Background: an optimization exercise with open tools, aiming at small area and a short achievable clock period. Do not read the settings as production practice. Function was checked by simulation only, so behaviour that the tests miss may differ from the original.

Design qrs_top, start of the top module:
module qrs_top (
    input         clk,
    input         rst,
    input         enable,
    input  [31:0] ecg_in,
    input  [15:0] Tn,
    input  [15:0] Vt1,
    input  [15:0] Vt2,
    input  [15:0] Vt3,
    input  [15:0] Vt4,
    output [15:0] D1,
    output [15:0] D2,
    output [15:0] D3,
    output [15:0] D4,
    output        Select,
    output [31:0] MPavg,
    output        FinalOut
);
    wire [31:0] fq;
    fir_lpf lpf (
        .clk(clk),
        .reset(rst),
        .enable(enable),
        .out_ecg(ecg_in),
        .q(fq)
    );
    wavelet_decomposer wavelet (
        .clk(clk),
        .rst(rst),
        .enable(enable),
        .q(fq),
        .D1(D1),
        .D2(D2),
        .D3(D3),
        .D4(D4)
    );
    noise_detector noise (
        .clk(clk),
        .reset(rst),
        .D1(D1),
        .Tn(Tn),
        .Select(Select)
    );
    SignalMultiplier signal (
        .D1(D1),
        .D2(D2),
        .D3(D3),
        .D4(D4),
        .Select(Select),
        .MPavg(MPavg)
    );
    AdaptiveThreshold adaptive (
        .Vt1(Vt1),
        .Vt2(Vt2),
        .Vt3(Vt3),
        .Vt4(Vt4),
        .MPavg(MPavg),
        .Out(FinalOut)
    );
endmodule
Size in the first run: about 230 flip-flops, about 210 I/O pins, ~37000 µm² of cells after synthesis.
export LEC_CHECK = 0
export CAP_MARGIN = 20
export CORE_MARGIN = 2
export CORE_UTILIZATION = 40
export CTS_BUF_LIST = sky130_fd_sc_hd__clkbuf_4 sky130_fd_sc_hd__clkbuf_8
export SLEW_MARGIN = 20
create_clock -name core_clock -period 36.0 [get_ports {clk}]
standard.sh (not shown) runs the stock make flow with config.mk's settings and CLKGATE_MAP_FILE= SYNTH_SCRIPT=/design/flow/synth_recipe.tcl, a recipe that flattens the netlist after the stock synthesis.
==> flow/flow/run.sh <==
#!/bin/bash
# The standard layout, with plain buffers (instead of the flow's default
# choice) on the input and output ports, and timing repair asked to leave
# more setup slack than the clock period needs.
set -euo pipefail
export BUFFER_PORTS_ARGS="-buffer_cell sky130_fd_sc_hd__buf_2"
export SETUP_SLACK_MARGIN=16
bash standard.sh > standard.log 2>&1
The starting point went through all stages and came out clean.
Next try:
--- a/flow/flow/run.sh
+++ b/flow/flow/run.sh
@@ -5,4 +5,4 @@
 set -euo pipefail
 export BUFFER_PORTS_ARGS="-buffer_cell sky130_fd_sc_hd__buf_2"
-export SETUP_SLACK_MARGIN=16
+export SETUP_SLACK_MARGIN=18
 bash standard.sh > standard.log 2>&1
CTS_BUF_LIST = not set   (was sky130_fd_sc_hd__clkbuf_4 sky130_fd_sc_hd__clkbuf_8)
Setup slack got worse by 54 ps; design area goes up by a few percent; register-to-register slack gets better by 1500 ps; via count rises slightly; fmax barely changes; routed wire length rises by a few percent.
Next try:
==> flow/flow/run.sh (replaced) <==
#!/bin/bash
# The standard layout, with plain buffers (instead of the flow's default
# choice) on the input and output ports, and timing repair asked to leave
# more setup slack than the clock period needs.
set -euo pipefail
export BUFFER_PORTS_ARGS="-buffer_cell sky130_fd_sc_hd__buf_1"
export SETUP_SLACK_MARGIN=15
bash standard.sh > standard.log 2>&1
ABC_AREA = 1   (was not set)
CORE_UTILIZATION = 70   (was 40)
CTS_BUF_LIST = sky130_fd_sc_hd__clkbuf_4 sky130_fd_sc_hd__clkbuf_8   (was not set)
What happened: Routed wire length went up by 2.5%; setup slack improved by 18 ps.
Next try:
ABC_AREA = not set   (was 1)
CORE_UTILIZATION = 60   (was 70)
CTS_BUF_LIST = not set   (was sky130_fd_sc_hd__clkbuf_4 sky130_fd_sc_hd__clkbuf_8)
The new run went through all stages and came out clean.
Setup slack is worse by 320 ps.
Critical path depth drops by 5.
Die area goes up by roughly a tenth.
Wire length is lower by roughly a tenth.
Via count went down by about a fifth.
Worst hold slack hardly moves.
Next try:
CORE_UTILIZATION = 70   (was 60)
CTS_BUF_LIST = sky130_fd_sc_hd__clkbuf_4 sky130_fd_sc_hd__clkbuf_8   (was not set)
The new run finished with timing, DRC and antenna clean.
Sequential cell count does not change.
Area after synthesis does not change.
Worst hold slack is worse by 5.2 ps.
Worst setup slack is better by 56 ps.
Utilization rose by 11 points.
Wire length fell by 2.3%.
Next try:
==> flow/run.sh (new file) <==
#!/bin/bash
# synth_recipe.tcl (not shown) runs the flow's synth.tcl, then flattens the netlist and writes it again
# the make line also repeats each setting of config.mk as NAME=value (left out here)
make -C /OpenROAD-flow-scripts/flow DESIGN_CONFIG=/design/flow/config.mk WORK_HOME=/design/flow/orfs CLKGATE_MAP_FILE= SYNTH_SCRIPT=/design/flow/synth_recipe.tcl finish
CORE_UTILIZATION = 40   (was 70)
CTS_BUF_LIST = not set   (was sky130_fd_sc_hd__clkbuf_4 sky130_fd_sc_hd__clkbuf_8)
removed: flow/flow/run.sh
removed: flow/standard.sh
Outcome: Critical path depth stays the same. Wire length climbs by about 5.5%. Global-route usage drops by 12 points. Utilization drops by 31 points. Via count drops by 1.9%. Cell count climbs by about 11%.


qrs_top again, from the RTL that the note above started with.
clock: 36.0 ns
lec_check: 0
cap_margin: 20
core_margin: 2
core_utilization: 40
slew_margin: 20
==> flow/flow/run.sh <==
#!/bin/bash
# The standard layout, with plain buffers (instead of the flow's default
# choice) on the input and output ports, and timing repair asked to leave
# more setup slack than the clock period needs.
set -euo pipefail
export BUFFER_PORTS_ARGS="-buffer_cell sky130_fd_sc_hd__buf_2"
export SETUP_SLACK_MARGIN=16
bash standard.sh > standard.log 2>&1
Next try:
--- a/flow/flow/run.sh
+++ b/flow/flow/run.sh
@@ -6 +6 @@
-export BUFFER_PORTS_ARGS="-buffer_cell sky130_fd_sc_hd__buf_2"
+export BUFFER_PORTS_ARGS="-buffer_cell sky130_fd_sc_hd__buf_1"
CORE_UTILIZATION = 60   (was 40)
After rerunning: Sequential cell count is unchanged. Die area falls by 33%. Wire length shrinks by 3.3%. Global-route usage rises by 8.8 points. Register-to-register slack loses 0.14 ns.

-- port drivers added, routing unchanged --
How much do the figures lean on ideal ports? The routed layouts below were timed once more, with nothing changed but the port constraints. Step 1 sets driving cells, clkbuf_16 on the clock port and buf_2 on the other inputs (assumed; they add their load-dependent delay and slew). Step 2 times the ports against the registers' clock, not the clock port: input delays grow and output delays shrink by t, the midpoint of the rising clock arrivals with the driver on. Slacks: ideal ports / drivers / drivers and shift; pairs: ideal ports / drivers.
| run | shift t [ns] | setup WS [ns] | slew at the worst register clock pin (ns) |
|---|---|---|---|
| the first run of note 1 | 0.655 | 15.596 / 15.576 / 15.576 | 0.07 / 0.07 |
| the second run of note 1 | 0.662 | 15.542 / 15.505 / 15.505 | 0.07 / 0.07 |
| the third run of note 1 | 0.681 | 15.560 / 15.540 / 15.540 | 0.06 / 0.06 |
| the fourth run of note 1 | 0.643 | 15.236 / 15.215 / 15.215 | 0.06 / 0.06 |
| the fifth run of note 1 | 0.675 | 15.292 / 15.271 / 15.271 | 0.07 / 0.07 |
| the sixth run of note 1 | 0.650 | 14.139 / 14.112 / 14.112 | 0.06 / 0.06 |
| the first run of note 2 | 0.641 | 15.626 / 15.602 / 15.602 | 0.06 / 0.06 |
| the second run of note 2 | 0.643 | 15.531 / 15.509 / 15.509 | 0.06 / 0.06 |
After both steps every run listed still meets setup and hold. For the second run of note 1, which loses most, drivers alone change the setup slack by -0.037 ns; drivers and shift together by -0.037 ns.
